From an optimization exercise on the open Yosys and OpenROAD flow, aimed at small area; shortcuts taken in it are not production practice. The RTL was checked by simulation tests, not by an equivalence proof against the original design. In every run shown here, the design's own scripts or RTL, not TritonCTS, make the clock network. No driver is modelled on the clock port, so clock power and skew are understated where the tree is cut down; a real chip needs a root buffer or a tree. Power and IR drop assume default switching activity.

==> design.v <==
`timescale 1ns / 1ps
module XMLDecoder(
    input CLOCK,
    input rst,           
    input inValid,
    input inEop,
    input [7:0] in,
    output reg outValid,
    output reg outEop,
    output reg [7:0] out,
    output isData,
    output isTag,
    output reg isTagName,
    output reg isTagKey,
    output reg isTagValue,
    output reg isComment,
    output reg [3:0] tagDepth,
    output reg depthPush,
    output reg depthPop,
    output [7:0] s0,
    output [7:0] s1,
    output [7:0] s2,
    output [7:0] s3,
    output [7:0] s4,
    output [7:0] s5,
    output [7:0] s6,
    output [7:0] s7
    );
	reg eopn, eopnn, eopnnn;
	reg vnnn, vnn, vn;
	reg [7:0] snnn, snn, sn;
	reg spLt, spDash, spDash2;
	reg isClosingTag;
	reg isSelfClosingTag;
	reg intag;
	reg [7:0] tagno [0:7];
	wire outLt   = out == "<";
	wire outGt   = out == ">";
	wire outDash = out == "-";
	wire outSl   = out == "/";
	wire snLt    = sn == "<";
	wire snGt    = sn == ">";
	wire snSp    = sn == " ";
	wire onTagStartNext = snLt && !(snn == "!" && snnn == "-");
	wire onSelfCloseTag = (outSl || out == "?") && snGt;
	wire isOpeningTag   = intag && !isSelfClosingTag && !isClosingTag;
	wire eopAny = eopn || eopnn || eopnnn;
	wire shift  = inValid || inEop || eopAny;
	wire step   = !outEop && (vn || eopAny) && !isComment;
	wire bump   = step && outGt && (isClosingTag || isSelfClosingTag);
	assign s0 = tagno[0];
	assign s1 = tagno[1];
	assign s2 = tagno[2];
	assign s3 = tagno[3];
	assign s4 = tagno[4];
	assign s5 = tagno[5];
	assign s6 = tagno[6];
	assign s7 = tagno[7];
	assign isTag  = intag && !isComment;
	assign isData = outValid && !intag && !isComment;
	always @(posedge CLOCK) begin
		if (rst) begin
			eopnnn <= 1; eopnn <= 1; eopn <= 1; outEop <= 0;
		end else begin
			eopnnn <= inEop;
			eopnn  <= eopnnn;
			eopn   <= eopnn;
			outEop <= eopn;
		end
	end
	always @(posedge CLOCK) begin
		if (rst) begin
			vnnn <= 0; vnn <= 0; vn <= 0; outValid <= 0;
			snnn <= 0; snn <= 0; sn <= 0; out <= 0;
			spLt <= 0; spDash <= 0; spDash2 <= 0;
		end else if (shift) begin
			vnnn <= inValid; vnn <= vnnn; vn <= vnn; outValid <= vn;
			snnn <= in; snn <= snnn; sn <= snn; out <= sn;
			spLt <= outLt; spDash <= outDash; spDash2 <= outDash && spDash;
		end else begin
			outValid <= 0;
		end
	end
	always @(posedge CLOCK) begin
		if (rst || outEop) begin
			isComment <= 0;
		end else if (vn || eopAny) begin
			isComment <= ((snLt && !eopn) && (snn == "!" && !eopnn) && (snnn == "-" && !eopnnn) && (in == "-" && !inEop) || isComment)
			             && !(outGt && spDash2);
		end
	end
	always @(posedge CLOCK) begin
		if (rst || outEop) begin
			intag <= 0; isClosingTag <= 0; isSelfClosingTag <= 0;
			isTagName <= 0; isTagKey <= 0; isTagValue <= 0;
			tagDepth <= 0; depthPush <= 0; depthPop <= 0;
		end else if (step) begin
			intag <= (intag || onTagStartNext) && !(outGt && !onTagStartNext);
			isTagName <= ((outLt && sn != "/") || (outSl && spLt) || isTagName) && !(snSp || snGt);
			isTagKey <= (intag && out == " " || isTagKey) && sn != "=";
			isTagValue <= (intag && out == "=" || isTagValue) && !(snSp || snGt);
			isClosingTag <= (!outGt && isClosingTag) || (outLt && sn == "/");
			isSelfClosingTag <= (isSelfClosingTag || onSelfCloseTag) && !onTagStartNext;
			if (outGt && isOpeningTag)
				tagDepth <= tagDepth + 4'd1;
			else if (outGt && isClosingTag)
				tagDepth <= tagDepth - 4'd1;
			depthPush <= outGt && isOpeningTag;
			depthPop  <= outGt && isClosingTag;
		end
	end
	wire [7:0] cur = ({8{tagDepth[2:0]==3'd0}} & tagno[0]) | ({8{tagDepth[2:0]==3'd1}} & tagno[1])
	                | ({8{tagDepth[2:0]==3'd2}} & tagno[2]) | ({8{tagDepth[2:0]==3'd3}} & tagno[3])
	                | ({8{tagDepth[2:0]==3'd4}} & tagno[4]) | ({8{tagDepth[2:0]==3'd5}} & tagno[5])
	                | ({8{tagDepth[2:0]==3'd6}} & tagno[6]) | ({8{tagDepth[2:0]==3'd7}} & tagno[7]);
	wire [7:0] nxt = cur + 8'd1;
	genvar i;
	generate for (i = 0; i < 8; i = i + 1) begin : g_tag
		wire clr  = rst || (outEop && i != 7);
		wire inc  = !rst && bump && tagDepth == i;
		wire keep = !clr && !(bump && (tagDepth == i || (i != 0 && tagDepth == i - 1)));
		always @(posedge CLOCK)
			tagno[i] <= ({8{inc}} & nxt) | ({8{keep}} & tagno[i]);
	end endgenerate
endmodule
==> flow/run.sh <==
#!/bin/bash
# Own layout flow: the standard ORFS flow (standard.sh) with
#  - an area-oriented abc script in synthesis (flow/synth.tcl, flow/area.abc),
#    run with four &deepsyn seeds, keeping the smallest netlist,
#  - the smallest buffer (buf_1) on every input and output port,
#  - a hand-built two-level clock tree in place of TritonCTS (flow/cts_hook.tcl,
#    flow/manual_cts.tcl): CLOCK -> clkinv_8 -> 10 clkinv_4 -> flip-flops.
# The full make output goes to run.log in the work folder; each ORFS tool's log
# is under orfs/logs/.
set -euo pipefail
WORK=$(pwd)
export FLOW_SYNTH_TCL=$WORK/synth_recipe.tcl
export AREA_ABC_SCRIPT=$WORK/flow/area.abc
export MCTS_ROOT=sky130_fd_sc_hd__clkinv_8
export MCTS_LEAF=sky130_fd_sc_hd__clkinv_4
export MCTS_NLEAF=10
export AREA_ABC_SEEDS="1 2 3 4"
bash standard.sh \
  "SYNTH_SCRIPT=$WORK/flow/synth.tcl" \
  "BUFFER_PORTS_ARGS=-buffer_cell sky130_fd_sc_hd__buf_1" \
  "PRE_CTS_TCL=$WORK/flow/cts_hook.tcl" \
  finish > "$WORK/run.log" 2>&1
==> flow/area.abc <==
&get -n
&st
&deepsyn -T 40 -S @SEED@
&dch
&nf -R 1000 -p -a -C 32
&put
==> flow/cts_hook.tcl <==
# PRE_CTS_TCL hook: ORFS's cts.tcl calls clock_tree_synthesis right after this
# file is sourced; this replaces that call with the two-level clock tree of
# manual_cts.tcl (inverter root, inverter leaves). Everything else in cts.tcl
# (placement legalisation, timing repair) runs as usual.
source [file join [file dirname [info script]] manual_cts.tcl]
proc clock_tree_synthesis {args} {
  manual_clock_tree $::env(MCTS_ROOT) $::env(MCTS_LEAF) $::env(MCTS_NLEAF)
  set_propagated_clock [all_clocks]
}
==> flow/manual_cts.tcl <==
# Two-level clock tree built by hand: CLOCK -> one root cell -> NLEAF leaf cells
# -> flip-flops. Sinks are split into NLEAF clusters of (nearly) equal size by
# a capacity-limited k-means on their placed locations; each leaf sits at its
# cluster's centroid and the root at the centroid of the leaves. Root and leaf
# cells are both buffers or both inverters, so the flip-flops see CLOCK's own
# polarity.
proc mcts_out_iterm {inst} {
  foreach it [$inst getITerms] {
    if {[$it isOutputSignal]} { return $it }
  }
  error "no output on [$inst getName]"
}
proc mcts_in_iterm {inst} {
  foreach it [$inst getITerms] {
    if {[$it isInputSignal]} { return $it }
  }
  error "no input on [$inst getName]"
}
proc manual_clock_tree {root_cell leaf_cell nleaf} {
  set db [ord::get_db]
  set block [ord::get_db_block]
  set clknet [$block findNet CLOCK]
  set sinks {}
  set pts {}
  foreach it [$clknet getITerms] {
    lappend sinks $it
    set bb [[$it getInst] getBBox]
    lappend pts [list [expr {([$bb xMin] + [$bb xMax]) / 2.0}] [expr {([$bb yMin] + [$bb yMax]) / 2.0}]]
  }
  set n [llength $sinks]
  set cap [expr {int(ceil(double($n) / $nleaf))}]
  # initial centres: spread along x then y
  set order [lsort -real -index 0 $pts]
  set cents {}
  for {set k 0} {$k < $nleaf} {incr k} {
    lappend cents [lindex $order [expr {int(($k + 0.5) * $n / $nleaf)}]]
  }
  for {set iter 0} {$iter < 40} {incr iter} {
    # all (distance, sink, centre) pairs, nearest first; fill each centre up to cap
    set pairs {}
    for {set s 0} {$s < $n} {incr s} {
      set p [lindex $pts $s]
      for {set k 0} {$k < $nleaf} {incr k} {
        set c [lindex $cents $k]
        lappend pairs [list [expr {abs([lindex $p 0] - [lindex $c 0]) + abs([lindex $p 1] - [lindex $c 1])}] $s $k]
      }
    }
    set pairs [lsort -real -index 0 $pairs]
    set assign [lrepeat $n -1]
    set fill [lrepeat $nleaf 0]
    foreach pr $pairs {
      lassign $pr d s k
      if {[lindex $assign $s] >= 0 || [lindex $fill $k] >= $cap} continue
      lset assign $s $k
      lset fill $k [expr {[lindex $fill $k] + 1}]
    }
    set newc {}
    for {set k 0} {$k < $nleaf} {incr k} {
      set sx 0.0; set sy 0.0; set cnt 0
      foreach p $pts a $assign {
        if {$a == $k} { set sx [expr {$sx + [lindex $p 0]}]; set sy [expr {$sy + [lindex $p 1]}]; incr cnt }
      }
      if {$cnt > 0} { lappend newc [list [expr {$sx / $cnt}] [expr {$sy / $cnt}]] } else { lappend newc [lindex $cents $k] }
    }
    set cents $newc
  }
  set sx 0.0; set sy 0.0
  foreach c $cents { set sx [expr {$sx + [lindex $c 0]}]; set sy [expr {$sy + [lindex $c 1]}] }
  foreach it $sinks { $it disconnect }
  set root [odb::dbInst_create $block [$db findMaster $root_cell] clkroot_CLOCK]
  $root setLocation [expr {int($sx / $nleaf)}] [expr {int($sy / $nleaf)}]
  $root setPlacementStatus PLACED
  set rnet [odb::dbNet_create $block clknet_root_CLOCK]
  $rnet setSigType CLOCK
  [mcts_in_iterm $root] connect $clknet
  [mcts_out_iterm $root] connect $rnet
  set leafm [$db findMaster $leaf_cell]
  for {set k 0} {$k < $nleaf} {incr k} {
    set c [lindex $cents $k]
    set leaf [odb::dbInst_create $block $leafm clkleaf_${k}_CLOCK]
    $leaf setLocation [expr {int([lindex $c 0])}] [expr {int([lindex $c 1])}]
    $leaf setPlacementStatus PLACED
    set lnet [odb::dbNet_create $block clknet_leaf_${k}_CLOCK]
    $lnet setSigType CLOCK
    [mcts_in_iterm $leaf] connect $rnet
    [mcts_out_iterm $leaf] connect $lnet
    foreach it $sinks a $assign { if {$a == $k} { $it connect $lnet } }
  }
  global_connect
}
==> flow/synth.tcl <==
# The standard synthesis (synth_recipe.tcl) with one change: the combinational
# mapping step (abc) runs an area-oriented script in place of the ORFS speed
# script: a time-limited &deepsyn restructuring then area-recovering &nf
# mapping. It is run with several deepsyn seeds and the smallest result kept.
# Flip-flop mapping and register names are untouched.
proc abc {args} {
  set i [lsearch -exact $args -script]
  if { $i < 0 } { yosys abc {*}$args; return }
  set libs {}
  foreach lib $::env(LIB_FILES) { lappend libs -liberty $lib }
  yosys design -save pre_abc
  set best_area 1e30
  set best_seed -1
  foreach seed $::env(AREA_ABC_SEEDS) {
    yosys design -load pre_abc
    set script $::env(OBJECTS_DIR)/area_abc_$seed.script
    set f [open $script w]
    puts $f [string map [list @SEED@ $seed] [read [set g [open $::env(AREA_ABC_SCRIPT)]]]]
    close $g
    close $f
    lset args [expr {$i + 1}] $script
    yosys abc {*}$args
    yosys tee -q -o $::env(OBJECTS_DIR)/area_abc_$seed.stat stat {*}$libs
    set fh [open $::env(OBJECTS_DIR)/area_abc_$seed.stat]
    set txt [read $fh]
    close $fh
    regexp {Chip area for module[^:]*:\s*([0-9.]+)} $txt -> area
    puts "area_abc seed $seed: chip area $area"
    if { $area < $best_area } {
      set best_area $area
      set best_seed $seed
      yosys design -save abc_best
    }
  }
  puts "area_abc: keeping seed $best_seed, chip area $best_area"
  yosys design -load abc_best
}
source $::env(FLOW_SYNTH_TCL)
==> standard.sh <==
#!/bin/bash
# synth_recipe.tcl (not shown) runs the flow's synth.tcl, then flattens the netlist and writes it again
# the make line also repeats each setting of config.mk as NAME=value (left out here)
make -C /OpenROAD-flow-scripts/flow DESIGN_CONFIG=/design/flow/config.mk WORK_HOME=/design/flow/orfs CLKGATE_MAP_FILE= SYNTH_SCRIPT=/design/flow/synth_recipe.tcl "${@:-finish}"
==> config.mk <==
export PLATFORM = sky130hd
export DESIGN_NAME = XMLDecoder
export DESIGN_NICKNAME = XMLDecoder
export VERILOG_FILES = /design/flow/design.v
export SDC_FILE = /design/flow/constraint.sdc
export NUM_CORES = 4
export LEC_CHECK = 0
export CAP_MARGIN = 20
export CORE_MARGIN = 2
export CORE_UTILIZATION = 30
export SLEW_MARGIN = 20
==> constraint.sdc <==
create_clock -name core_clock -period 5.0 [get_ports {CLOCK}]
set_input_delay 1.0000 -clock core_clock [delete_from_list [all_inputs] [get_ports {CLOCK}]]
set_output_delay 1.0000 -clock core_clock [all_outputs]
set_load 0.01 [all_outputs]
==> results of run 1 <==
routing by layer:
layer	GRT usage, %	vias to the layer above
met2	26.9	210
met5	0	-
li1	-	1973
met3	2.18	30
met1	22.0	2026
met4	5.16	0
kinds of logic (layout without fill, tap and decap cells):
| group | after synthesis | in the layout | share of synthesized area, % |
|---|---|---|---|
| DFF | 120 | 120 | 54.2 |
| buffers and inverters | 6 | 118 | 0.508 |
| and+or+nand+nor | 172 | 172 | 19.1 |
| xor gates and xnor gates | 6 | 6 | 1.19 |
| adders and majority gates | 8 | 8 | 2.26 |
| AOI/OAI and AO/OA | 148 | 148 | 22.7 |
layout make-up:
| type | instances | area, sq um |
|---|---|---|
| Fill cell | 1538 | 9310 |
| Inverter | 17 | 126 |
| Multi-Input combinational cell | 334 | 2010 |
| Sequential cell | 120 | 2400 |
| Tap cell | 184 | 230 |
| Timing Repair Buffer | 101 | 394 |
layout by cell type, fill, tap and decap left out, types with 3 or more instances in the layout:
cell type,count
and3_1,11
ha_1,8
nand2_1,83
o21ai_0,68
buf_1,97
a22oi_1,7
buf_4,4
a222oi_1,16
nor3_1,4
nor3b_1,5
a22o_1,36
xor2_1,3
clkinv_4,10
xnor2_1,3
or2_0,4
nand4b_1,3
a21oi_1,10
nor2b_1,8
dfxtp_1,120
and2_0,5
nor4_1,7
nand3_1,9
nor2_1,15
clkinv_1,6
a31oi_1,3
nand4_1,4
metrics by stage:
stage | power (mW) | hold WS, ns | instance area, sq um
4_1_cts | 1.44 | 0.463 | 5170
3_5_place_dp | 1.04 | 0.442 | 5060
6_report | 1.42 | 0.462 | 5170
2_1_floorplan | 1.02 | 0.415 | 4430
5_1_grt | 1.48 | 0.482 | 5170
3_3_place_gp | 1.04 | 0.434 | 5060
cell usage after synthesis, drive strengths merged, types with 8 or more instances:
master / number / share of area [%]
dfxtp: 120 / 54
nand2: 83 / 7.0
nor2: 16 / 1.4
a222oi: 16 / 3.6
a22o: 36 / 7.1
ha: 8 / 2.3
o21ai: 68 / 7.7
nor2b: 8 / 1.1
a21oi: 10 / 1.1
nand3: 9 / 1.0
and3: 11 / 1.6
power by group:
part / internal, mW / total (mW) / leakage [nW] / switching, mW
combinational: 0.0154 / 0.0450 / 0.699 / 0.0295
clock: 0.0497 / 0.396 / 0.0481 / 0.346
sequential: 0.967 / 0.978 / 0.972 / 0.0105
flip-flops by register name (all words and copies together) (netlist names), 4 cells and up:
name / cells
snn: 8
snnn: 8
sn: 8
out: 8
tagno: 64
tagDepth: 4
worst max-delay path: cells and delay by family:
family | cells | cell delay [ns]
buf+inv | 2 | 0.54
simple gates | 4 | 1.42
compound gates | 2 | 0.82
path summary, 6_finish.rpt:
kind                            slack [ns]               endpoint  cells after the start                      from
worst max-delay path                  1.40    tagno[1][6]$_DFF_P_                      8                       rst
worst min-delay path                  0.46  depthPop$_SDFFE_PP0P_                      2     depthPop$_SDFFE_PP0P_
worst max register to register        1.62    tagno[3][6]$_DFF_P_                     10  tagDepth[0]$_SDFFE_PP0P_
worst min register to register        0.46  depthPop$_SDFFE_PP0P_                      2     depthPop$_SDFFE_PP0P_
==> flow_summary_export.csv, run 1 <==
group,metric,value,unit
run_status,outcome,"no timing/DRC/antenna violations",
setup_path,worstPathCellList,"buf_1 -> or2_0 -> nor4_1 -> buf_4 -> a21oi_1 -> and2_0 -> nand2_1 -> o21ai_0",
yosys,synth-seq-cells,120,
detailed_routing,highest-signal-layer,"met4",
cts,cts_resized,0,
power_and_ir_drop,vdd_drop_max,0.172,mV
timing,tns,0,ns
cts,clk_latency,0.27,ns
global_route,overflow,0,
global_route,antenna_found_initial,0,
yosys,ys.flop_type,"dfxtp_1",
layout,final_util,35.7,%
detailed_routing,via_per_inst,5.61,
timing,relSlewSlack,38.1,%
placed_design,dp_hpwl,9780,microns
yosys,netlist_area,4430,sq um
global_route,grt_max_degree,38,
die,rows,44,
detailed_routing,final_antenna_net_count,0,
timing,worst_slack,1.40,ns
yosys,synthCells,460,
power_and_ir_drop,total_leakage_power,1.72,nW
detailed_routing,drt_iter0_markers,544,
die,io_pins,98,
setup_path,cp_max_fo,11,
timing,finalSetupViolCount,0,
die,start_util,30.6,%
yosys,post_synth.cell_area_avg,9.63,sq um
detailed_routing,routed-wl-met2,6400,microns
run,max_cap_viol_count,0,
layout,finalNonFillerCells,756,
yosys,synth_nets,480,
layout,diodes,0,
yosys,ys_seq_area_share,54.2,%
yosys,synth_edf_count,0,
detailed_routing,wirelength,13700,microns
worst_hold_path,hp-class,"register to register",
power_and_ir_drop,power-per-cell-area,275,nW/um^2
cts,cts_setup_buffers,0,
detailed_routing,first_pass_iters,6,
die,coreArea,14500,sq um
yosys,synthDistinctLibCells,40,
placed_design,gp_congestion,0.939,
layout,final_nets,594,
die,die_w,126,microns
timing,finalMaxSlewViolations,0,
setup_path,slowest_stage,"a21oi_1",
detailed_routing,vias,4239,
timing,finClkSkew,0.0179,ns
global_route,grt_pass1_wl,21400,microns
die,die_h,126,microns
setup_path,required,5.20,ns
global_route,grt_pass1_vias,3968,
layout,area_growth,16.6,%
setup_path,cp_data_arrival_time,3.79,ns
placed_design,io_buffers,97,
global_route,grt_usage,16.2,%
placed_design,pre_cts_slack,1.15,ns
setup_path,worst_setup_path_start_kind,"input port",
detailed_routing,routedLengthMet1,5690,microns
layout,layout-drive-gt1-share,2.97,%
yosys,async_reset_ff_share,0,%
yosys,yosysWarnings,2,
timing,grt_setup_unrepaired,"no",
cts,clk_pin_slew,0.10,ns
timing,tightest_slew,0.928,ns
timing,max_freq,278,MHz
detailed_routing,wl_met3,1220,microns
timing,fin_crit_sh,71.9,%
cts,cts_hold_buf,0,
timing,min_period,3.60,ns
detailed_routing,wl_per_cell,18.1,microns
placed_design,dp.cells,745,
die,die-area,15800,sq um
detailed_routing,drc,0,
setup_path,crit_type,"input port to register",
setup_path,cpPeakStageDelay,0.74,ns
timing,hold_viol_final,0,
setup_path,cp-end-kind,"register",
==> inputs of run 2 (changes only) <==
--- a/flow/run.sh
+++ b/flow/run.sh
@@ -3,3 +3,3 @@
 #  - an area-oriented abc script in synthesis (flow/synth.tcl, flow/area.abc),
-#    run with four &deepsyn seeds, keeping the smallest netlist,
+#    run with eight &deepsyn seeds, keeping the smallest netlist,
 #  - the smallest buffer (buf_1) on every input and output port,
@@ -16,3 +16,3 @@
 export MCTS_NLEAF=10
-export AREA_ABC_SEEDS="1 2 3 4"
+export AREA_ABC_SEEDS="1 2 3 4 5 6 7 8"
 bash standard.sh \
==> flow/area.abc (replaced) <==
&get -n
&st
&deepsyn -T 30 -S @SEED@
&dch
&nf -R 1000 -p -a -C 32
&put
==> run 2 against run 1 <==
  * Still clean on timing, DRC and antenna
  * Clock power about the same
  * Clock skew stayed put
  * Sequential share of layout area stayed put
  * Worst hold slack unchanged
  * Highest routed layer unchanged
==> flow_summary_export.csv, run 2 <==
group,metric,value,unit
yosys,synthDistinctLibCells,40,
yosys,ys_seq_area_share,54.2,%
timing,tns,0,ns
global_route,overflow,0,
detailed_routing,drt_iter0_markers,544,
timing,hold_viol_final,0,
yosys,synth-seq-cells,120,
die,io_pins,98,
layout,fin_area,5170,sq um
yosys,synthCells,460,
placed_design,postPlaceCellArea,5060,sq um
yosys,synth_top_family_by_area,"compound AO/OA/AOI/OAI gates",
layout,final_common_cell,"dfxtp_1",
detailed_routing,wirelength,13700,microns
die,start_util,30.6,%
timing,max_freq,278,MHz
die,die-area,15800,sq um
setup_path,reg2reg_depth,10,
run,max_cap_viol_count,0,
layout,diodes,0,
placed_design,io_buffers,97,
yosys,synthSimpleGateAreaFrac,19.1,%
worst_hold_path,hp-start,"depthPop$_SDFFE_PP0P_",
yosys,yosysWarnings,2,
layout,final_util,35.7,%
yosys,synth_fa_ha_area_share,2.26,%
die,die_h,126,microns
layout,largest-register,"tagno",
layout,finalNonFillerCells,756,
yosys,synth_nets,480,
yosys,synth_mux_area_share,0,%
layout,layout-drive-gt1-share,2.97,%
layout,area_growth,16.6,%
run_status,outcome,"no timing/DRC/antenna violations",
yosys,ys_top_cells_by_count,"dfxtp_1 (120), nand2_1 (83), o21ai_0 (68)",
yosys,post_synth.cell_area_avg,9.63,sq um
detailed_routing,first_pass_iters,6,
placed_design,dp_hpwl,9780,microns
yosys,synth_compound_area_share,22.7,%
timing,grt_setup_unrepaired,"no",
global_route,antenna_found_initial,0,
yosys,synth_area_leaders,"dfxtp_1 (54%), o21ai_0 (7.7%), a22o_1 (7.1%)",
setup_path,worst_setup_path_start_kind,"input port",
setup_path,crit_family,"simple AND/OR/NAND/NOR gates",
worst_hold_path,hp-class,"register to register",
placed_design,pre_cts_slack,1.15,ns
yosys,synth_top_cell_by_area,"dfxtp_1",
setup_path,slowest_stage,"a21oi_1",
placed_design,gp_congestion,0.939,
cts,clk_latency,0.27,ns
setup_path,worstPathCellList,"buf_1 -> or2_0 -> nor4_1 -> buf_4 -> a21oi_1 -> and2_0 -> nand2_1 -> o21ai_0",
layout,largest_reg_flops,64,
timing,relSlewSlack,38.1,%
timing,finClkSkew,0.0179,ns
yosys,netlist_area,4430,sq um
yosys,post-synth-top-area-fraction,54.2,%
setup_path,r2r_start,"tagDepth[0]$_SDFFE_PP0P_",
timing,worst_slack,1.40,ns
yosys,post-synth-top-count-cell,"dfxtp_1",
timing,tightest_slew,0.928,ns
cts,clk_pin_slew,0.10,ns
setup_path,cp_data_arrival_time,3.79,ns
setup_path,cp_max_fo,11,
timing,finalSetupViolCount,0,
timing,finalMaxSlewViolations,0,
setup_path,cpPeakStageDelay,0.74,ns
global_route,grt_usage,16.2,%
detailed_routing,via_per_inst,5.61,
power_and_ir_drop,vdd_drop_max,0.172,mV
setup_path,crit_type,"input port to register",
setup_path,cp.depth,8,
setup_path,required,5.20,ns
power_and_ir_drop,total_leakage_power,1.72,nW
layout,final_nets,594,
yosys,ys.flop_type,"dfxtp_1",
detailed_routing,wl_per_cell,18.1,microns
global_route,grt_max_degree,38,
cts,cts_resized,0,
global_route,grt_pass1_wl,21400,microns
die,rows,44,
cts,cts_setup_buffers,0,
layout,final_cell_mix,"dfxtp_1 (120), buf_1 (97), nand2_1 (83), o21ai_0 (68), a22o_1 (36)",
worst_hold_path,hold_depth,2,
yosys,synth_edf_count,0,
detailed_routing,drc,0,
timing,min_period,3.60,ns
yosys,async_reset_ff_share,0,%
setup_path,cp-end-kind,"register",
die,coreArea,14500,sq um
detailed_routing,final_antenna_net_count,0,
global_route,grt_pass1_vias,3968,
placed_design,dp.cells,745,
timing,fin_crit_sh,71.9,%
detailed_routing,vias,4239,
yosys,synth-xor-area-share,1.19,%
power_and_ir_drop,power-per-cell-area,275,nW/um^2
setup_path,crit_start,"rst",
die,die_w,126,microns
cts,cts_hold_buf,0,
setup_path,critPathBufInv,2,
==> run 2: layout make-up <==
| cell class | count | area [sq um] |
|---|---|---|
| Fill cell | 1538 | 9310 |
| Inverter | 17 | 126 |
| Multi-Input combinational cell | 334 | 2010 |
| Sequential cell | 120 | 2400 |
| Tap cell | 184 | 230 |
| Timing Repair Buffer | 101 | 394 |
==> run 2: cell families (layout without fill, tap and decap cells) <==
family	after synthesis	in the layout
adder cells (fa/ha/maj)	8	8
buffers and inverters	6	118
flip-flops	120	120
AND/OR/NAND/NOR	172	172
XOR/XNOR	6	6
AO/OA/AOI/OAI	148	148
==> run 2: metrics by stage <==
step | hold slack [ns] | power, mW
finish | 0.462 | 1.42
global route | 0.482 | 1.48
CTS | 0.463 | 1.44
detailed placement | 0.442 | 1.04
global placement | 0.434 | 1.04
floorplan | 0.415 | 1.02
==> run 2: per-layer routing <==
layer | track usage [%] | routed length [microns] | share of wire, %
met1 | 22.0 | 5690 | 41
met2 | 26.9 | 6400 | 47
met3 | 2.18 | 1220 | 8.9
met4 | 5.16 | 403 | 2.9
met5 | 0 | 0 | 0
==> run 2: path summary, 6_finish.rpt <==
kind	endpoint	slack, ns
setup reg to reg	tagno[3][6]$_DFF_P_	1.62
setup / recovery	tagno[1][6]$_DFF_P_	1.40
hold reg to reg	depthPop$_SDFFE_PP0P_	0.46
hold / removal	depthPop$_SDFFE_PP0P_	0.46
==> run 2: worst register-to-register path: stages, from the launching register on <==
cell and delay, ns:
dfxtp_1 0.39, clkinv_1 0.11, ha_1 0.17, nor2b_1 0.68, a22oi_1 0.20, nand3_1 0.26, ha_1 0.22, nor3b_1 0.30
nor3b_1 0.27, xor2_1 0.46, o21ai_0 0.17
==> run 2: report_power, final <==
part / total [mW] / switching, mW / internal [mW]
Sequential: 0.978 / 0.0105 / 0.967
Combinational: 0.0450 / 0.0295 / 0.0154
Clock: 0.396 / 0.346 / 0.0497
==> inputs of run 3 (changes only) <==
--- a/flow/run.sh
+++ b/flow/run.sh
@@ -3,3 +3,4 @@
 #  - an area-oriented abc script in synthesis (flow/synth.tcl, flow/area.abc),
-#    run with eight &deepsyn seeds, keeping the smallest netlist,
+#    run with eight &deepsyn seeds, keeping the smallest netlist, and with
+#    no adder extraction (ADDER_MAP_FILE empty), so abc maps the adders too,
 #  - the smallest buffer (buf_1) on every input and output port,
@@ -19,2 +20,3 @@
   "SYNTH_SCRIPT=$WORK/flow/synth.tcl" \
+  "ADDER_MAP_FILE=" \
   "BUFFER_PORTS_ARGS=-buffer_cell sky130_fd_sc_hd__buf_1" \
==> run 3 against run 2 <==
  * Worst hold slack worse by 0.0013 ns
  * Critical path depth up 4
  * Power about the same
  * Die area down 0.49%
  * Sequential cell count stayed put
  * Clock power about the same
==> flow_summary_export.csv, run 3 <==
group,metric,value,unit
run_status,outcome,"no timing/DRC/antenna violations",
die,coreArea,14400,sq um
placed_design,io_buffers,97,
placed_design,gp_congestion,0.905,
setup_path,cp-end-kind,"register",
cts,cts_hold_buf,0,
yosys,synth-xor-area-share,1.19,%
yosys,synth_mux_area_share,0.227,%
detailed_routing,drc,0,
global_route,grt_use_met2,27.0,%
yosys,synth-seq-cells,120,
global_route,grt_max_degree,36,
timing,hold_viol_final,0,
setup_path,worst_setup_path_start_kind,"register",
detailed_routing,vias,4197,
layout,area_growth,17.3,%
cts,clk_pin_slew,0.10,ns
power_and_ir_drop,seqPwrFrac,68.9,%
cts,cts_setup_buffers,0,
timing,relSlewSlack,35.0,%
yosys,synth_top_cell_by_area,"dfxtp_1",
die,io_pins,98,
yosys,ys.flop_type,"dfxtp_1",
yosys,synthCells,467,
yosys,async_reset_ff_share,0,%
yosys,synthDistinctLibCells,38,
yosys,ys_top_cells_by_count,"dfxtp_1 (120), nand2_1 (90), o21ai_0 (68)",
power_and_ir_drop,power.share.combinational,3.1,%
layout,layout-drive-gt1-share,3.61,%
placed_design,dp_hpwl,9950,microns
detailed_routing,first_pass_iters,7,
yosys,ys_seq_area_share,54.5,%
setup_path,cp_data_arrival_time,3.56,ns
global_route,grt_usage,16.4,%
timing,fin_crit_sh,68.6,%
yosys,synth_area_leaders,"dfxtp_1 (54%), o21ai_0 (7.7%), nand2_1 (7.7%)",
layout,final_cell_mix,"dfxtp_1 (120), buf_1 (97), nand2_1 (90), o21ai_0 (68), a22o_1 (36)",
die,die-area,15700,sq um
setup_path,required,5.13,ns
layout,largest_reg_flops,64,
layout,final_common_cell,"dfxtp_1",
cts,clk_latency,0.29,ns
timing,tightest_slew,0.970,ns
layout,final_util,35.9,%
global_route,overflow,0,
global_route,top_usage_layer,"met2",
setup_path,crit_start,"tagDepth[1]$_SDFFE_PP0P_",
power_and_ir_drop,p_clk_share,28.0,%
yosys,post-synth-top-count-cell,"dfxtp_1",
die,rows,44,
timing,tns,0,ns
yosys,post-synth-top-area-fraction,54.5,%
yosys,post_synth.cell_area_avg,9.44,sq um
yosys,synth_edf_count,0,
timing,min_period,3.43,ns
global_route,antenna_found_initial,0,
die,die_h,125,microns
yosys,synthSimpleGateAreaFrac,20.3,%
power_and_ir_drop,power.internal,1.03,mW
detailed_routing,final_antenna_net_count,0,
timing,grt_setup_unrepaired,"no",
worst_hold_path,hp-class,"register to register",
power_and_ir_drop,vdd_drop_max,0.180,mV
timing,finalSetupViolCount,0,
cts,cts_resized,0,
detailed_routing,wirelength,13500,microns
yosys,yosysWarnings,2,
global_route,grt_pass1_vias,3880,
power_and_ir_drop,total_leakage_power,1.65,nW
timing,finalMaxSlewViolations,0,
die,die_w,125,microns
global_route,gr-usage-met1,23.1,%
power_and_ir_drop,p_total,1.42,mW
timing,max_freq,291,MHz
layout,final_nets,596,
yosys,synth_top_family_by_area,"compound AO/OA/AOI/OAI gates",
yosys,synth_fa_ha_area_share,0,%
setup_path,crit_type,"register to register",
power_and_ir_drop,power-per-cell-area,274,nW/um^2
detailed_routing,via_per_inst,5.48,
detailed_routing,wl_per_cell,17.6,microns
timing,finClkSkew,0.0344,ns
yosys,synth_nets,479,
layout,diodes,0,
die,start_util,30.6,%
layout,largest-register,"tagno",
setup_path,cp_max_fo,11,
power_and_ir_drop,switching_share,27.3,%
yosys,synth_compound_area_share,23.6,%
setup_path,r2r_start,"tagDepth[1]$_SDFFE_PP0P_",
layout,nFillCells,1547,
worst_hold_path,hp-start,"depthPush$_SDFFE_PP0P_",
global_route,use_met3,2.52,%
power_and_ir_drop,power.net_switching,388,uW
yosys,netlist_area,4410,sq um
run,max_cap_viol_count,0,
detailed_routing,drt_iter0_markers,412,
global_route,grt_pass1_wl,21500,microns
==> run 3: logic make-up (layout without fill, tap and decap cells) <==
| family | Yosys count | after routing |
|---|---|---|
| buffers and inverters | 3 | 118 |
| AO/OA/AOI/OAI | 155 | 155 |
| multiplexers | 1 | 1 |
| AND/OR/NAND/NOR | 182 | 182 |
| flip-flops | 120 | 120 |
| XOR/XNOR | 6 | 6 |
==> run 3: worst paths after layout <==
check	end	slack (ns)	cells after the start
worst max register to register	tagno[2][7]$_DFF_P_	1.57	12
worst min register to register	depthPush$_SDFFE_PP0P_	0.46	2
worst min-delay path	depthPush$_SDFFE_PP0P_	0.46	2
worst max-delay path	tagno[2][7]$_DFF_P_	1.57	12
==> run 3: metal layers <==
metal  vias to the layer above  wire [microns]
met2                       169            6390
met5                         -               0
met1                      2000            5820
li1                       2008               -
met3                        20            1060
met4                         0             255
==> run 3: through the flow <==
stage | hold WS [ns] | area (sq um) | setup slack (ns) | cells
detailed placement | 0.452 | 5060 | 1.63 | 755
global route | 0.481 | 5170 | 1.20 | 766
global placement | 0.445 | 5060 | 1.76 | 755
finish | 0.461 | 5170 | 1.57 | 766
floorplan | 0.430 | 4410 | 1.09 | 467
CTS | 0.467 | 5170 | 1.60 | 766
==> run 3: cell type report <==
class | count | area [sq um] | area share (%)
Inverter | 14 | 115 | 2.23
Sequential cell | 120 | 2400 | 46.4
Tap cell | 184 | 230 | 4.45
Multi-Input combinational cell | 344 | 2010 | 38.8
Timing Repair Buffer | 104 | 417 | 8.06
==> run 3: critical path: stages (launching register included) <==
cell and delay (ns):
dfxtp_1 0.50, clkinv_1 0.22, nor3_1 0.21, buf_4 0.21
a22oi_1 0.10, and4_1 0.21, or2_0 0.29, nor3_1 0.33
nand2b_1 0.14, or2_0 0.28, nand2b_1 0.17, xor2_1 0.47
o21ai_0 0.15
==> run 3: power by group through the flow <==
stage / combinational (mW) / clock, mW / sequential [mW]
after CTS: 0.0436 / 0.415 / 0.979
after detailed placement: 0.0435 / 0 / 1.00
final: 0.0436 / 0.397 / 0.979
after floorplan: 0.0254 / 0 / 0.997
after global routing: 0.0483 / 0.447 / 0.981
after global placement: 0.0427 / 0 / 1.00
==> inputs of run 4 (changes only) <==
--- a/flow/run.sh
+++ b/flow/run.sh
@@ -7,3 +7,3 @@
 #  - a hand-built two-level clock tree in place of TritonCTS (flow/cts_hook.tcl,
-#    flow/manual_cts.tcl): CLOCK -> clkinv_8 -> 10 clkinv_4 -> flip-flops.
+#    flow/manual_cts.tcl): CLOCK -> clkinv_8 -> 9 clkinv_4 -> flip-flops.
 # The full make output goes to run.log in the work folder; each ORFS tool's log
@@ -16,3 +16,3 @@
 export MCTS_LEAF=sky130_fd_sc_hd__clkinv_4
-export MCTS_NLEAF=10
+export MCTS_NLEAF=9
 export AREA_ABC_SEEDS="1 2 3 4 5 6 7 8"
==> run 4 against run 3 <==
  * Still clean
  * Clock power decreased by 6.3%
  * Wire length down 0.55%
  * Sequential share of layout area grew 0.079 points
  * Synthesized cell count did not move
  * Critical endpoint unchanged
==> flow_summary_export.csv, run 4 <==
group,metric,value,unit
timing,relSlewSlack,35.8,%
worst_hold_path,hold_depth,2,
timing,max_freq,288,MHz
global_route,overflow,0,
layout,layout-drive-gt1-share,3.44,%
setup_path,cp_data_arrival_time,3.60,ns
placed_design,dp_hpwl,9950,microns
worst_hold_path,hold_end,"depthPush$_SDFFE_PP0P_",
yosys,synth_nets,479,
power_and_ir_drop,vdd_drop_max,0.174,mV
layout,diodes,0,
setup_path,crit_type,"register to register",
timing,finalMaxSlewViolations,0,
yosys,ys_top_cells_by_count,"dfxtp_1 (120), nand2_1 (90), o21ai_0 (68)",
detailed_routing,routed-wl-met2,6320,microns
yosys,synth-seq-cells,120,
timing,fin_crit_sh,69.3,%
detailed_routing,vias,4209,
timing,finalSetupViolCount,0,
setup_path,slowest_stage,"dfxtp_1",
die,rows,44,
global_route,antenna_found_initial,0,
yosys,ys_seq_area_share,54.5,%
cts,clk_latency,0.26,ns
setup_path,worstPathCellList,"and3_1 -> a22oi_1 -> and4_1 -> or2_0 -> nor3_1 -> nand2b_1 -> or2_0 -> nand2b_1 -> xor2_1 -> o21ai_0",
setup_path,r2r_setup_slack,1.53,ns
global_route,grt_usage,16.2,%
setup_path,crit_family,"simple AND/OR/NAND/NOR gates",
detailed_routing,highest-signal-layer,"met4",
detailed_routing,via_per_inst,5.50,
run_status,outcome,"no timing/DRC/antenna violations",
yosys,post_synth.cell_area_avg,9.44,sq um
detailed_routing,final_antenna_net_count,0,
timing,finClkSkew,0.0206,ns
global_route,grt_pass1_vias,3868,
yosys,yosysWarnings,2,
cts,cts_resized,0,
setup_path,cpPeakStageDelay,0.54,ns
setup_path,worst_setup_path_start_kind,"register",
setup_path,timing.rr.end,"tagno[2][7]$_DFF_P_",
die,die_h,125,microns
detailed_routing,routedLengthMet1,5780,microns
layout,area_growth,17.1,%
setup_path,reg2reg_depth,10,
setup_path,critPathBufInv,0,
global_route,grt_pass1_wl,21300,microns
worst_hold_path,hp-start,"depthPush$_SDFFE_PP0P_",
cts,cts_hold_buf,0,
worst_hold_path,hp-class,"register to register",
die,io_pins,98,
detailed_routing,drt_iter0_markers,464,
timing,hold_viol_final,0,
detailed_routing,wl_met3,1050,microns
yosys,synthDistinctLibCells,38,
setup_path,cp-end-kind,"register",
yosys,async_reset_ff_share,0,%
layout,final_nets,595,
placed_design,io_buffers,97,
timing,min_period,3.47,ns
global_route,grt_max_degree,36,
yosys,synth_top_cell_by_area,"dfxtp_1",
setup_path,required,5.13,ns
die,start_util,30.6,%
setup_path,r2r_start,"tagDepth[0]$_SDFFE_PP0P_",
setup_path,cp_max_fo,12,
yosys,post-synth-top-area-fraction,54.5,%
layout,largest_reg_flops,64,
timing,tightest_slew,0.958,ns
power_and_ir_drop,power-per-cell-area,270,nW/um^2
yosys,ys.flop_type,"dfxtp_1",
detailed_routing,wl_per_cell,17.6,microns
yosys,synthCells,467,
yosys,synth_edf_count,0,
detailed_routing,drc,0,
cts,clk_pin_slew,0.10,ns
die,die_w,125,microns
layout,largest-register,"tagno",
layout,final_cell_mix,"dfxtp_1 (120), buf_1 (97), nand2_1 (90), o21ai_0 (68), a22o_1 (36)",
timing,grt_setup_unrepaired,"no",
run,max_cap_viol_count,0,
power_and_ir_drop,total_leakage_power,1.64,nW
detailed_routing,wirelength,13400,microns
timing,tns,0,ns
placed_design,gp_congestion,0.905,
detailed_routing,first_pass_iters,6,
layout,final_util,35.8,%
yosys,netlist_area,4410,sq um
cts,cts_setup_buffers,0,
layout,final_common_cell,"dfxtp_1",
die,die-area,15700,sq um
yosys,synth_area_leaders,"dfxtp_1 (54%), o21ai_0 (7.7%), nand2_1 (7.7%)",
die,coreArea,14400,sq um
yosys,post-synth-top-count-cell,"dfxtp_1",
==> run 4: cell count changes in the layout (fill, tap and decap cells not counted) <==
| cell | previous run | this run |
|---|---|---|
| clkinv_4 | 10 | 9 |
==> run 4: logic make-up (layout without fill, tap and decap cells) <==
group,after synthesis,count (layout),share of synthesized area (%)
buf+inv,3,117,0.255
simple gates,182,182,20.3
mux,1,1,0.227
xor+xnor,6,6,1.19
flops,120,120,54.5
compound gates,155,155,23.6
==> run 4: layout make-up <==
type | count | area (sq um)
flip-flops and latches | 120 | 2400
multi-input cells | 344 | 2010
inverters | 13 | 106
repair buffers | 104 | 417
fillers | 1542 | 9260
well taps | 184 | 230
==> run 4: stage by stage <==
stage               hold slack [ns]  setup WS, ns  power [mW]  instances  instance area (sq um)
finish                        0.460          1.53        1.39        765                   5160
global placement              0.445          1.76        1.04        755                   5060
floorplan                     0.430          1.09        1.02        467                   4410
CTS                           0.467          1.61        1.41        765                   5160
global route                  0.481          1.21        1.45        765                   5160
detailed placement            0.452          1.63        1.04        755                   5060
==> run 4: tightest hold or removal path: cells and delay by family, from the launching register on <==
family             cells  cell delay (ns)
AOI/OAI and AO/OA      1             0.05
DFF                    1             0.32
and+or+nand+nor        1             0.05
==> run 4: how the worst max path moves through the flow <==
stage | depth (start not counted) | endpoint | slack [ns] | startpoint
finish | 10 | tagno[2][7]$_DFF_P_ | 1.53 | tagDepth[0]$_SDFFE_PP0P_
CTS | 12 | tagno[2][7]$_DFF_P_ | 1.61 | tagDepth[1]$_SDFFE_PP0P_
global placement | 10 | tagno[0][7]$_DFF_P_ | 1.76 | tagDepth[0]$_SDFFE_PP0P_
detailed placement | 12 | tagno[2][7]$_DFF_P_ | 1.63 | tagDepth[1]$_SDFFE_PP0P_
floorplan | 3 | out[0]$_SDFFE_PP0N_ | 1.09 | inEop
global route | 12 | tagno[5][7]$_DFF_P_ | 1.21 | tagDepth[1]$_SDFFE_PP0P_
==> run 4: per-layer routing <==
metal | vias up | GRT usage [%]
li1 | 2001 | -
met1 | 2008 | 22.8
met2 | 173 | 26.6
met3 | 27 | 2.48
met4 | 0 | 3.33
met5 | - | 0
==> run 4: report_power, final <==
group	switching (mW)	total, mW	internal, mW	leakage, nW
Clock	0.326	0.372	0.0459	0.0440
Sequential	0.0111	0.979	0.967	0.972
Combinational	0.0290	0.0437	0.0147	0.626
==> inputs of run 5 (changes only) <==
--- a/flow/run.sh
+++ b/flow/run.sh
@@ -3,4 +3,3 @@
 #  - an area-oriented abc script in synthesis (flow/synth.tcl, flow/area.abc),
-#    run with eight &deepsyn seeds, keeping the smallest netlist, and with
-#    no adder extraction (ADDER_MAP_FILE empty), so abc maps the adders too,
+#    run with eight &deepsyn seeds, keeping the smallest netlist,
 #  - the smallest buffer (buf_1) on every input and output port,
@@ -20,3 +19,2 @@
   "SYNTH_SCRIPT=$WORK/flow/synth.tcl" \
-  "ADDER_MAP_FILE=" \
   "BUFFER_PORTS_ARGS=-buffer_cell sky130_fd_sc_hd__buf_1" \
==> run 5 against run 4 <==
  * Still clean
  * Clock skew is 0.019 ns higher
  * Core utilization is 0.082 points lower
  * Sequential power hardly changed
  * Clock power is 5% higher
  * Maximum frequency is 13% lower
  * Wire length is 3.3% higher
  * Die area is 0.85% higher
  * Register-to-register slack worse by 0.50 ns
  * Critical path type unchanged
  * Largest power group unchanged
==> flow_summary_export.csv, run 5 <==
group,metric,value,unit
global_route,grt_usage,16.5,%
global_route,grt_max_degree,22,
layout,final_nets,600,
power_and_ir_drop,power-per-cell-area,272,nW/um^2
timing,finalMaxSlewViolations,0,
yosys,ys_top_cells_by_count,"dfxtp_1 (120), nand2_1 (84), o21ai_0 (68)",
layout,final_cell_mix,"dfxtp_1 (120), buf_1 (97), nand2_1 (84), o21ai_0 (68), a22o_1 (36)",
yosys,synth_top_family_by_area,"compound AO/OA/AOI/OAI gates",
global_route,overflow,0,
layout,diodes,0,
die,start_util,30.6,%
worst_hold_path,hp-class,"register to register",
cts,clk_latency,0.27,ns
timing,relSlewSlack,36.8,%
layout,final_common_cell,"dfxtp_1",
yosys,synth_area_leaders,"dfxtp_1 (54%), o21ai_0 (7.7%), a22o_1 (7.1%)",
setup_path,cp_data_arrival_time,4.08,ns
yosys,netlist_area,4450,sq um
power_and_ir_drop,vdd_drop_max,0.164,mV
yosys,synth-seq-cells,120,
cts,cts_setup_buffers,0,
detailed_routing,vias,4154,
global_route,grt_pass1_vias,4019,
timing,max_freq,252,MHz
placed_design,dp.cells,752,
die,coreArea,14500,sq um
layout,nFillCells,1527,
yosys,synthSimpleGateAreaFrac,18.6,%
run,max_cap_viol_count,0,
layout,area_growth,16.7,%
setup_path,required,5.11,ns
yosys,synth_top_cell_by_area,"dfxtp_1",
run_status,outcome,"no timing/DRC/antenna violations",
die,io_pins,98,
timing,tightest_slew,0.945,ns
yosys,post_synth.cell_area_avg,9.54,sq um
layout,layout-drive-gt1-share,3.29,%
cts,cts_hold_buf,0,
yosys,yosysWarnings,2,
yosys,post-synth-top-count-cell,"dfxtp_1",
detailed_routing,wl_per_cell,18.2,microns
die,die-area,15800,sq um
detailed_routing,via_per_inst,5.45,
detailed_routing,first_pass_iters,7,
timing,hold_viol_final,0,
yosys,async_reset_ff_share,0,%
setup_path,crit_type,"register to register",
layout,finalNonFillerCells,762,
yosys,synth_nets,486,
yosys,synth-xor-area-share,1.38,%
setup_path,cp-end-kind,"register",
detailed_routing,drt_iter0_markers,336,
timing,grt_setup_unrepaired,"no",
cts,cts_resized,0,
setup_path,worst_setup_path_start_kind,"register",
yosys,ys.flop_type,"dfxtp_1",
layout,largest_reg_flops,64,
setup_path,cp_max_fo,14,
detailed_routing,wirelength,13900,microns
setup_path,slowest_stage,"dfxtp_1",
yosys,synth_edf_count,0,
yosys,post-synth-top-area-fraction,54.0,%
detailed_routing,drc,0,
cts,clk_pin_slew,0.12,ns
setup_path,worstPathCellList,"clkinv_1 -> ha_1 -> a222oi_1 -> nand3_1 -> ha_1 -> nor3b_1 -> nor3b_1 -> xor2_1 -> o21ai_0",
layout,largest-register,"tagno",
global_route,grt_pass1_wl,21700,microns
die,die_w,126,microns
timing,finClkSkew,0.0398,ns
global_route,antenna_found_initial,0,
yosys,synth_fa_ha_area_share,2.25,%
timing,tns,0,ns
yosys,ys_seq_area_share,54.0,%
placed_design,dp_hpwl,10000,microns
timing,min_period,3.96,ns
yosys,synth_compound_area_share,23.1,%
placed_design,gp_congestion,0.899,
timing,hold_ws,0.459,ns
die,die_h,126,microns
timing,fin_crit_sh,79.3,%
yosys,synthDistinctLibCells,36,
detailed_routing,final_antenna_net_count,0,
yosys,synth_mux_area_share,0,%
yosys,synthCells,466,
placed_design,io_buffers,97,
timing,finalSetupViolCount,0,
die,rows,44,
setup_path,cpPeakStageDelay,0.63,ns
power_and_ir_drop,total_leakage_power,1.74,nW
## run 5: changes by cell type after synthesis, moves of 6 or more
cell / before / now
a22oi_1: 17 / 5
ha_1: 0 / 8
nand2_1: 90 / 84
nand3_1: 7 / 14
a222oi_1: 10 / 16
and2_0: 1 / 7
## run 5: metal layers
| layer | GRT usage, % | up-vias | routed length [microns] |
|---|---|---|---|
| met2 | 28.2 | 187 | 6570 |
| met4 | 4.33 | 0 | 280 |
| met1 | 21.2 | 1983 | 5850 |
| met5 | 0 | - | 0 |
| met3 | 3.74 | 21 | 1180 |
| li1 | - | 1963 | - |
## run 5: final cells by class
class	count	area, sq um	share of cell area [%]
Inverter	18	125	2.41
Multi-Input combinational cell	338	2030	39.1
Sequential cell	120	2400	46.3
Tap cell	184	230	4.43
Timing Repair Buffer	102	402	7.74
## run 5: report_power, final
| part | internal (mW) | total [mW] | leakage [nW] | switching (mW) |
|---|---|---|---|---|
| Clock | 0.0463 | 0.389 | 0.0440 | 0.343 |
| Sequential | 0.968 | 0.978 | 0.972 | 0.0101 |
| Combinational | 0.0149 | 0.0444 | 0.723 | 0.0295 |
| Total | 1.03 | 1.41 | 1.74 | 0.383 |
## run 5: kinds of logic after synthesis
group,Yosys count
compound gates,151
simple gates,172
xor+xnor,7
flops,120
fa+ha+maj,8
buf+inv,8
## run 5: worst paths after layout
path | start | to | slack (ns) | cells after the start
max | tagDepth[2]$_SDFFE_PP0P_ | tagno[6][6]$_DFF_P_ | 1.04 | 9
min reg2reg | spDash$_SDFFE_PP0N_ | spDash2$_SDFFE_PP0N_ | 0.46 | 1
min | spDash$_SDFFE_PP0N_ | spDash2$_SDFFE_PP0N_ | 0.46 | 1
max reg2reg | tagDepth[2]$_SDFFE_PP0P_ | tagno[6][6]$_DFF_P_ | 1.04 | 9
## run 5: through the flow
| step | instance area, sq um | power [mW] | util [%] | setup WS [ns] |
|---|---|---|---|---|
| after floorplan | 4450 | 1.02 | - | 1.13 |
| after global placement | 5090 | 1.04 | 35.0 | 1.20 |
| after detailed placement | 5090 | 1.04 | 35.0 | 0.935 |
| after CTS | 5190 | 1.43 | 35.7 | 1.11 |
| after global routing | 5190 | 1.47 | 35.7 | 0.819 |
| final | 5190 | 1.41 | 35.7 | 1.04 |
## run 5: worst max-delay path: cells and delay by family (launching register included)
family	cells	cell delay [ns]
compound gates	2	0.74
xor+xnor	1	0.57
fa+ha+maj	2	0.80
buf+inv	1	0.21
flops	1	0.63
simple gates	3	0.83

[what the ideal ports hide]
No port has a modelled driver above. Below, the same layouts with a new extraction and two added sets of constraints. Step 1 assumes that a clkbuf_16 drives the clock port and a buf_2 every other input. Step 2 adds t to the input delays and takes it off the output delays; t is the mean of the earliest and latest rising clock arrival at the registers after step 1. Input paths then give back, and output paths get back, about the clock's delay inside the block. Slacks: ideal / step 1 / step 2; pairs: ideal / step 1.
| run | shift t [ns] | setup WS [ns] | worst setup path at the end | worst register clock-pin slew, ns |
|---|---|---|---|---|
| run 1 | 0.315 | 1.403 / 1.429 / 1.114 | input to register | 0.10 / 0.10 |
| run 2 | 0.315 | 1.403 / 1.429 / 1.114 | input to register | 0.10 / 0.10 |
| run 3 | 0.323 | 1.568 / 1.568 / 1.568 | register to register | 0.12 / 0.12 |
| run 4 | 0.302 | 1.534 / 1.534 / 1.534 | register to register | 0.10 / 0.10 |
| run 5 | 0.307 | 1.036 / 1.036 / 0.891 | input to register | 0.12 / 0.12 |
After both steps setup and hold are still met in every run listed.
